Background: an optimization exercise with open tools, aiming at small area, a short achievable clock period and few clock cycles. Do not read the settings as production practice. Function not checked in this run: the RTL went through the layout flow alone. Power is estimated from default activity; no workload was simulated.

**design/flow/design.v**
```verilog
package calc_pkg;
    typedef struct packed {
        logic on;
        logic off;
        logic mem_rc;
        logic mem_sub;
        logic mem_add;
        logic op_percent;
        logic op_sqrt;
        logic op_div;
        logic op_mul;
        logic op_sub;
        logic op_add;
        logic op_eq;
        logic dot;
        logic num_1;
        logic num_2;
        logic num_3;
        logic num_4;
        logic num_5;
        logic num_6;
        logic num_7;
        logic num_8;
        logic num_9;
        logic num_0;
    } buttons_t;
    typedef enum logic [4:0] {
        B_NONE,          
        B_ON,            
        B_OFF,           
        B_MEM_RC,        
        B_MEM_SUB,       
        B_MEM_ADD,       
        B_OP_PERCENT,    
        B_OP_SQRT,       
        B_OP_DIV,        
        B_OP_MUL,        
        B_OP_SUB,        
        B_OP_ADD,        
        B_OP_EQ,         
        B_DOT,           
        B_NUM_1,         
        B_NUM_2,         
        B_NUM_3,         
        B_NUM_4,         
        B_NUM_5,         
        B_NUM_6,         
        B_NUM_7,         
        B_NUM_8,         
        B_NUM_9,         
        B_NUM_0,         
        B_UNKNOWN        
    } active_button_t;
    function automatic logic isNumberButton(active_button_t active_button);
        isNumberButton = ((active_button >= calc_pkg::B_NUM_1) && (active_button <= calc_pkg::B_NUM_0));
    endfunction
    function automatic logic isOpButton(active_button_t active_button);
        isOpButton = ((active_button >= calc_pkg::B_OP_DIV) && (active_button <= calc_pkg::B_OP_ADD));
    endfunction
    function automatic logic isEqButton(active_button_t active_button);
        isEqButton = (active_button == calc_pkg::B_OP_EQ);
    endfunction
    function automatic logic isDotButton(active_button_t active_button);
        isDotButton = (active_button == calc_pkg::B_DOT);
    endfunction
    typedef logic [3:0] bcd_t;
    function automatic logic [6:0] bcd2segments(bcd_t bcd);
        unique case (bcd)
            4'd0: bcd2segments = 7'b1111110;
            4'd1: bcd2segments = 7'b0110000;
            4'd2: bcd2segments = 7'b1101101;
            4'd3: bcd2segments = 7'b1111001;
            4'd4: bcd2segments = 7'b0110011;
            4'd5: bcd2segments = 7'b1011011;
            4'd6: bcd2segments = 7'b1011111;
            4'd7: bcd2segments = 7'b1110000;
            4'd8: bcd2segments = 7'b1111111;
            4'd9: bcd2segments = 7'b1111011;
            default: bcd2segments = 7'bxxxxxxx;
        endcase
    endfunction
    typedef enum logic [1:0] {
        OP_NONE,
        OP_ADD,
        OP_MUL,
        OP_DIV
    } op_t;
    function automatic op_t button2op(active_button_t active_button);
        unique case (active_button)
            calc_pkg::B_OP_DIV: button2op = calc_pkg::OP_DIV;
            calc_pkg::B_OP_MUL: button2op = calc_pkg::OP_MUL;
            calc_pkg::B_OP_SUB: button2op = calc_pkg::OP_ADD;
            calc_pkg::B_OP_ADD: button2op = calc_pkg::OP_ADD;
            default: button2op = calc_pkg::OP_NONE;
        endcase
    endfunction
    function automatic bcd_t button2bcd(active_button_t active_button);
        unique case (active_button)
            calc_pkg::B_NUM_1: button2bcd = 1;
            calc_pkg::B_NUM_2: button2bcd = 2;
            calc_pkg::B_NUM_3: button2bcd = 3;
            calc_pkg::B_NUM_4: button2bcd = 4;
            calc_pkg::B_NUM_5: button2bcd = 5;
            calc_pkg::B_NUM_6: button2bcd = 6;
            calc_pkg::B_NUM_7: button2bcd = 7;
            calc_pkg::B_NUM_8: button2bcd = 8;
            calc_pkg::B_NUM_9: button2bcd = 9;
            calc_pkg::B_NUM_0: button2bcd = 0;
            default: button2bcd = 0;
        endcase
    endfunction
    parameter NumDigits = 8;
    typedef logic unsigned [$clog2(NumDigits)-1:0] exponent_t;
    typedef struct packed {
        logic error;
        logic sign;
        exponent_t exponent;
        bcd_t [NumDigits-1:0] significand;
    } num_t;
    function automatic num_t neg(num_t num);
        neg = num;
        neg.sign = !num.sign;
    endfunction
endpackage
module alu_add (
    input   logic           clk_i,
    input   logic           rst_i,
    input   logic [36:0]    left_i,      
    input   logic [36:0]    right_i,     
    output  logic           in_ready_o,
    input   logic           in_valid_i,
    output  logic [36:0]    result_o,    
    input   logic           out_ready_i,
    output  logic           out_valid_o
);
function automatic logic [3:0] c9(input logic [3:0] y, input logic en);
    c9 = {en ? ~(y[3] | y[2] | y[1]) : y[3], y[2] ^ (en & y[1]), y[1], y[0] ^ en};
endfunction
function automatic logic [3:0] dinc(input logic [3:0] r, input logic c);
    dinc = c ? {(r[3] & ~r[0]) | (r[2] & r[1] & r[0]), r[2] ^ (r[1] & r[0]), (r[1] ^ r[0]) & ~r[3], ~r[0]} : r;
endfunction
logic v1_q, v2_q, v3_q, en1, en2, en3;
assign en3         = !v3_q || out_ready_i;
assign en2         = !v2_q || en3;
assign en1         = !v1_q || en2;
assign in_ready_o  = en1;
assign out_valid_o = v3_q;
always_ff @(posedge clk_i) begin
    if (rst_i) begin
        v1_q <= 1'b0;
        v2_q <= 1'b0;
        v3_q <= 1'b0;
    end else begin
        if (en1) v1_q <= in_valid_i;
        if (en2) v2_q <= v1_q;
        if (en3) v3_q <= v2_q;
    end
end
logic [31:0] sa, sb, xa, xb;
logic [2:0]  ea, eb, er, dab, dba, sha, shb;
logic        ga, gb, a_lt;
assign sa = left_i[31:0];
assign sb = right_i[31:0];
assign ea = left_i[34:32];
assign eb = right_i[34:32];
assign ga = left_i[35];
assign gb = right_i[35];
assign a_lt = (ea < eb);
assign dab  = ea - eb;
assign dba  = eb - ea;
assign sha  = a_lt ? dba : 3'd0;
assign shb  = a_lt ? 3'd0 : dab;
assign er   = a_lt ? eb : ea;
assign xa   = sa >> {sha, 2'b00};
assign xb   = sb >> {shb, 2'b00};
logic [31:0] xa_q, xb_q;
logic [2:0]  er1_q;
logic        ga1_q, gb1_q;
always_ff @(posedge clk_i) begin
    if (en1) begin
        xa_q  <= xa;
        xb_q  <= xb;
        er1_q <= er;
        ga1_q <= ga;
        gb1_q <= gb;
    end
end
logic       sub;
logic [4:0] z  [8];
logic [3:0] xk [8];
logic [3:0] xh [8];
logic [4:0] xc [8];
logic [3:0] r0 [8];
logic [7:0] g, p;
assign sub = ga1_q ^ gb1_q;
always_comb begin
    for (int i = 0; i < 8; i++) begin
        xk[i] = xa_q[4*i +: 4] & c9(xb_q[4*i +: 4], sub);
        xh[i] = xa_q[4*i +: 4] ^ c9(xb_q[4*i +: 4], sub);
        xc[i][0] = 1'b0;
        xc[i][1] = xk[i][0];
        xc[i][2] = xk[i][1] | (xh[i][1] & xk[i][0]);
        xc[i][3] = xk[i][2] | (xh[i][2] & xk[i][1]) | (xh[i][2] & xh[i][1] & xk[i][0]);
        xc[i][4] = xk[i][3] | (xh[i][3] & xk[i][2]) | (xh[i][3] & xh[i][2] & xk[i][1])
                 | (xh[i][3] & xh[i][2] & xh[i][1] & xk[i][0]);
        z[i] = {xc[i][4], xh[i] ^ xc[i][3:0]};
        g[i] = z[i][4] | (z[i][3] & (z[i][2] | z[i][1]));
        p[i] = ~z[i][4] & z[i][3] & ~z[i][2] & ~z[i][1] & z[i][0];
        r0[i] = g[i] ? {z[i][3] ^ (z[i][2] | z[i][1]), ~(z[i][2] ^ z[i][1]), ~z[i][1], z[i][0]} : z[i][3:0];
    end
end
logic [8:0] c0, c1;
logic [7:0] gg [4];
logic [7:0] pp [4];
always_comb begin
    gg[0] = g; pp[0] = p;
    for (int l = 0; l < 3; l++) begin
        for (int i = 0; i < 8; i++) begin
            if (i >= (1 << l)) begin
                gg[l+1][i] = gg[l][i] | (pp[l][i] & gg[l][i - (1 << l)]);
                pp[l+1][i] = pp[l][i] & pp[l][i - (1 << l)];
            end else begin
                gg[l+1][i] = gg[l][i];
                pp[l+1][i] = pp[l][i];
            end
        end
    end
    c0[0] = 1'b0;
    c1[0] = 1'b1;
    for (int i = 0; i < 8; i++) begin
        c0[i+1] = gg[3][i];
        c1[i+1] = gg[3][i] | pp[3][i];
    end
end
logic        cy, inc;
logic [31:0] s;
assign cy  = c0[8];
assign inc = sub & cy;
always_comb
    for (int i = 0; i < 8; i++)
        s[4*i +: 4] = dinc(r0[i], c0[i] | (inc & c1[i]));
logic [31:0] s_q;
logic [2:0]  er2_q;
logic        sub_q, cy_q, ga2_q, gb2_q;
always_ff @(posedge clk_i) begin
    if (en2) begin
        s_q   <= s;
        er2_q <= er1_q;
        sub_q <= sub;
        cy_q  <= cy;
        ga2_q <= ga1_q;
        gb2_q <= gb1_q;
    end
end
logic        neg, shr;
logic [7:0]  zd;         
logic [7:0]  lzt;        
logic [8:1]  kt;         
logic [2:0]  k;
logic [31:0] h4, h2, h1, m;
logic [3:0]  fill;
assign neg  = sub_q & ~cy_q;
assign shr  = ~sub_q & cy_q;
assign fill = {neg, 2'b00, neg};
always_comb begin
    for (int i = 0; i < 8; i++)
        zd[i] = (s_q[4*i +: 4] == fill);
    lzt[0] = 1'b1;
    for (int j = 1; j <= 7; j++) begin
        lzt[j] = lzt[j-1] & zd[8-j];
        kt[j] = lzt[j] && (er2_q >= 3'(j));
    end
    kt[8] = 1'b0;
    k[2] = kt[4];
    k[1] = kt[6] | (kt[2] & ~kt[4]);
    k[0] = kt[7] | (kt[5] & ~kt[6]) | (kt[3] & ~kt[4]) | (kt[1] & ~kt[2]);
    h4 = k[2] ? {s_q[15:0], {4{fill}}} : s_q;
    h2 = k[1] ? {h4[23:0], {2{fill}}} : h4;
    h1 = k[0] ? {h2[27:0], fill} : h2;
    for (int i = 0; i < 8; i++)
        m[4*i +: 4] = c9(h1[4*i +: 4], neg);
end
logic [36:0] res;
assign res = shr ? {er2_q == 3'd7, ga2_q, er2_q + 3'd1, 4'd1, s_q[31:4]}
                 : {1'b0, (neg ? gb2_q : ga2_q) & ~(&zd), er2_q - k, m};
logic [36:0] r3_q;
always_ff @(posedge clk_i)
    if (en3) r3_q <= res;
assign result_o = r3_q;
endmodule
```
**design/flow/flow/run.sh**
```bash
#!/bin/bash
# Standard ORFS layout, with ports buffered by buf_1 cells instead of clkdlybuf4s50_1,
# and timing repair aimed at 6 ns of setup slack.
set -euo pipefail
bash standard.sh 'BUFFER_PORTS_ARGS=-buffer_cell sky130_fd_sc_hd__buf_1' SETUP_SLACK_MARGIN=6 finish > standard.log 2>&1
```
**design/flow/standard.sh**
```bash
#!/bin/bash
# synth_recipe.tcl (not shown) runs the flow's synth.tcl, then flattens the netlist and writes it again
# the make line also repeats each setting of config.mk as NAME=value (left out here)
make -C /OpenROAD-flow-scripts/flow DESIGN_CONFIG=/design/flow/config.mk WORK_HOME=/design/flow/orfs CLKGATE_MAP_FILE= SYNTH_SCRIPT=/design/flow/synth_recipe.tcl "${@:-finish}"
```
**design/flow/config.mk**
```make
export PLATFORM = sky130hd
export DESIGN_NAME = alu_add
export DESIGN_NICKNAME = alu_add
export VERILOG_FILES = /design/flow/design.v
export SDC_FILE = /design/flow/constraint.sdc
export NUM_CORES = 4
export LEC_CHECK = 0
export ABC_AREA = 1
export CAP_MARGIN = 20
export CORE_MARGIN = 2
export CORE_UTILIZATION = 40
export SLEW_MARGIN = 20
```
**design/flow/constraint.sdc**
```tcl
create_clock -name core_clock -period 10.0 [get_ports {clk_i}]
set_input_delay 2.0000 -clock core_clock [delete_from_list [all_inputs] [get_ports {clk_i}]]
set_output_delay 2.0000 -clock core_clock [all_outputs]
set_load 0.01 [all_outputs]
```
==> run summary <==
state kept, by name, indices dropped and copies added (netlist names), 3 cells and up:
| signal | cells |
|---|---|
| er1_q | 3 |
| er2_q | 3 |
| r3_q | 37 |
| s_q | 32 |
| xa_q | 32 |
| xb_q | 32 |
final cells by class:
| type | instances | area (µm²) | area share [%] |
|---|---|---|---|
| Tap cell | 384 | 480 | 3.40 |
| Inverter | 210 | 817 | 5.78 |
| Sequential cell | 148 | 4410 | 31.2 |
| Clock inverter | 15 | 143 | 1.01 |
| Multi-Input combinational cell | 1186 | 6870 | 48.6 |
| Clock buffer | 17 | 425 | 3.01 |
| Timing Repair inverter | 3 | 20.0 | 0.142 |
| Timing Repair Buffer | 167 | 963 | 6.82 |
per-layer routing:
| layer | wire, µm | vias up | global-route usage, % | share of wire (%) |
|---|---|---|---|---|
| met3 | 1520 | 90 | 2.71 | 4.5 |
| met2 | 16500 | 327 | 38.2 | 49 |
| met5 | 0 | - | 0 | 0 |
| met1 | 14200 | 4801 | 26.9 | 42 |
| met4 | 1540 | 0 | 9.09 | 4.6 |
| li1 | - | 5539 | - | - |
cells by family (layout without fill, tap and decap cells):
| logic type | Yosys count | count (layout) |
|---|---|---|
| buffers and inverters | 268 | 412 |
| adders and majority gates | 74 | 74 |
| xor gates and xnor gates | 42 | 42 |
| and+or+nand+nor | 792 | 801 |
| muxes | 36 | 36 |
| AOI/OAI and AO/OA | 232 | 233 |
| DFF | 148 | 148 |
power breakdown:
part | internal, mW | switching [mW]
logic | 1.09 | 1.79
registers | 1.04 | 0.168
clock network | 0.349 | 0.278
total | 2.48 | 2.23
per-stage QoR:
step	hold slack (ns)	setup WS (ns)	cell area [µm²]
6_report	0.427	5.34	14100
3_3_place_gp	0.407	4.66	12600
2_1_floorplan	0.400	5.27	11900
5_1_grt	0.451	5.31	14100
3_5_place_dp	0.414	4.62	12600
4_1_cts	0.429	5.34	13600
cells in the mapped netlist, drive strengths merged (23+ instances only):
library cell,n
nand2,503
inv,208
o21ai,162
edfxtp,145
nand3,126
nor2,116
ha,63
a21oi,35
clkbuf,35
mux2i,33
buf,23
xnor2,23
worst max path at each step:
stage,endpoint,slack [ns]
6_report,in_ready_o,5.34
3_3_place_gp,xa_q[7],4.66
3_5_place_dp,xa_q[4],4.62
4_1_cts,in_ready_o,5.34
5_1_grt,in_ready_o,5.31
2_1_floorplan,in_ready_o,5.27
repair_timing:
action / in CTS / in global routing
hold buffers: 0 / 0
cloned: 11 / 5
setup buffers: 15 / 27
endpoints found under the setup margin: 118 / 99
pin swaps: 7 / 22
gates resized for setup: 53 / 56
==> impl.org <==
** Outcome
- Status :: no timing/DRC/antenna violations

** Critical path
- On the worst path, the slowest cell contributes a delay of 0.17 ns.
- Largest fanout on the critical path :: 2
- Critical Path Start Type :: input pin
- STA puts the critical path data arrival time at approximately 2.7 ns.
- Together, buffers and inverters on the worst path number 3.
- Setup crit start :: out_ready_i
- Critical R2R Capture :: s_q[29]
- At the worst endpoint, the required time is 8.00 ns.
- The number of cells on the worst reg-to-reg path is 20.
- Dominant delay contributor by cell family on the critical path :: buffers and inverters
- STA classifies the critical path endpoint as an output port.
- The signal on the critical path passes through buf_6 -> clkinvlp_4 -> nand2_8 -> nor2_4 -> nand2_8 -> buf_6.
- Type of the setup path with the least slack :: input pin to output port
- The worst register-to-register path begins at gb1_q.
- Cell type of the slowest stage on the worst timing path :: sky130_fd_sc_hd__nor2_4
- In this run the register-to-register setup slack is between 6 and 7 ns.
- In this run the number of cells on the critical path is 6.

** Pwr
- Across the VDD grid, the largest voltage drop is 0.167 mV.
- Summed over all cells, the static leakage comes to 6.58 nW.
- Power consumption :: approximately 4.7 mW
- Ratio of total power to cell area :: roughly 330 mW/mm²

** Global route
- Number of antenna violations at the first check in global routing :: 0
- The first global-routing pass estimated around 52 mm of wire.
- Remaining global-route overflow :: 0
- Pin count of the biggest net entering global routing :: between 40 and 50
- For this run, the total global-route usage over all layers was measured as around 22%.
- The number of global-route vias before repair came to between 9000 and 10000.

** Layout
- Cells fill 49.0% of the core in the end.
- Cells with a size suffix above 1 make up between 10% and 20% of the layout.
- Leaving out fill and tap cells, the most frequent cell in the layout is sky130_fd_sc_hd__nand2_1.
- Number of cells in the finished layout apart from fillers :: roughly 2100
- Antenna diode count :: 0
- FILL cells :: about 2800
- Commonest cells after routing, fill and taps aside :: sky130_fd_sc_hd__nand2_1, sky130_fd_sc_hd__inv_1, sky130_fd_sc_hd__edfxtp_1
- Nets@finish :: 1885
- Compared with the post-synthesis result, the final layout area differs by 19.7%.

** Floorplan
- Die height :: around 180 µm
- Num ports :: approximately 120
- The die covers just over 0.03 mm².
- Core Box Area :: between 0.02 and 0.03 mm²
- DIE WIDTH :: roughly 180 µm
- Initial Util :: between 40% and 50%
- The floorplan has a little over 60 rows.

** Yosys
- Flip-flop and latch count after synthesis :: 148
- Largest family of logic cells by synthesized area :: simple AND/OR/NAND/NOR gates
- The average instance in the mapped netlist occupies approximately 7.4 µm².
- Dominant cells by area after synthesis :: sky130_fd_sc_hd__edfxtp_1, sky130_fd_sc_hd__nand2_1, sky130_fd_sc_hd__ha_1
- Of the post-synthesis cell area, the dominant cell type holds about 37%.
- The number of different library cells used by synthesis comes to 45.
- Post-synthesis adder-cell area fraction :: between 8 and 9%
- Synth Flop Type :: sky130_fd_sc_hd__edfxtp_1
- After Yosys synthesis, XOR and XNOR cells account for 3.12% of the synthesized area.
- Synth Area in Compound Gates :: between 10% and 20%
- Synthesis produced a netlist with a net count of 1744.
- Cell taking the most area after synthesis :: sky130_fd_sc_hd__edfxtp_1
- The synthesized netlist devotes 28.3% of its cell area to simple gates.
- Total standard cell area after synthesis :: ~0.012 mm²
- After synthesis, flip-flops and latches occupy between 30% and 40% of the total area.
- In the synthesized netlist, the number of instances is roughly 1600.
- Ys async rst share :: 0%
- Multiplexer share of the synthesized area :: under 10%
- The synthesized design contains between 100 and 150 enable-type register cells.
- During synthesis, Yosys emitted a total of 8 warnings.

** Routing
- DRC errors left :: 0
- Routed via count divided by cell count :: 5.05
- Summed over all layers, the routed wires come to roughly 34 mm.
- Post-route ant nets :: 0
- Routed wire length per instance :: ~16 µm
- For this block, the initial DRC count from the detailed router was 625.
- For this run, the detailed router's first-pass iteration total came to 6.
- Detailed routing inserted a total of 10800 vias.

** Clock tree
- For the worst-skew pair, the clock arrives at the later sink with an insertion delay of approximately 0.43 ns.
- Counting the buffers created by CTS gives 17.
- Clock tree sinks :: around 150
- Clock-pin slew was measured on the worst setup and hold paths at approximately 0.060 ns.
- Max Root-Sink Buffers :: 2
- Clock tree from TritonCTS :: yes
- Clock Tree Root :: sky130_fd_sc_hd__clkbuf_16
- Number of H-tree branching levels :: 4

** Timing
- Adding up every negative setup slack in the final design gives 0 ns.
- For the pin with the worst max-slew slack, the measured transition is a little over 0.8 ns.
- After layout, the worst path uses a little under half of the clock period.
- Number of max-slew violations in the final report :: 0
- The final number of hold-violating endpoints came to 0.
- Final count of negative-setup-slack endpoints :: 0
- Slew margin rel. :: 45.7%
- Setup repair after global routing could not meet its margin everywhere.
- Worst clock skew on the final layout :: around 0.01 ns
- Minimum clock period after layout :: around 4.7 ns
- Maximum clock frequency :: roughly 0.21 GHz

** Flow run
- Count of max-cap constraint violations :: 0

** Worst hold path
- Path class of the lowest-slack min-delay path :: flip-flop to flip-flop
- Worst Hold Launch :: er1_q[2]
- Hold path cells :: 0
- Endpoint of the worst hold-timing path :: er2_q[2]

** Placed design
- Count of buffers inserted at the top-level ports :: between 100 and 150
- Routability cong. :: 0.892
- Detailed placement finished with a half-perimeter wire length of 23.3 mm.
- In this run, placement finished with an instance count of roughly 2000.

port drivers added, routing unchanged:
No port has a modelled driver above. Below, the same layout with a new extraction and two added sets of constraints.
Step 1, drivers: a clkbuf_16 drives clk_i and a buf_2 each remaining input, both assumed.
Step 2 also shifts input and output timing later by t, the mid clock arrival at the registers, as if the neighbouring blocks saw the same clock.
a / b / c = no drivers / after step 1 / after step 2; a / b = the first two.
t, ns: 0.480
slack for setup (ns): 5.342 / 5.311 / 5.311
worst setup path after step 2: input to output
worst register clock-pin slew, ns: 0.07 / 0.07
worst slew at a driven data input, ns: 0.04
After both steps this run still meets setup and hold. The setup slack of this run moves by -0.031 ns with the drivers and by -0.031 ns with both steps.
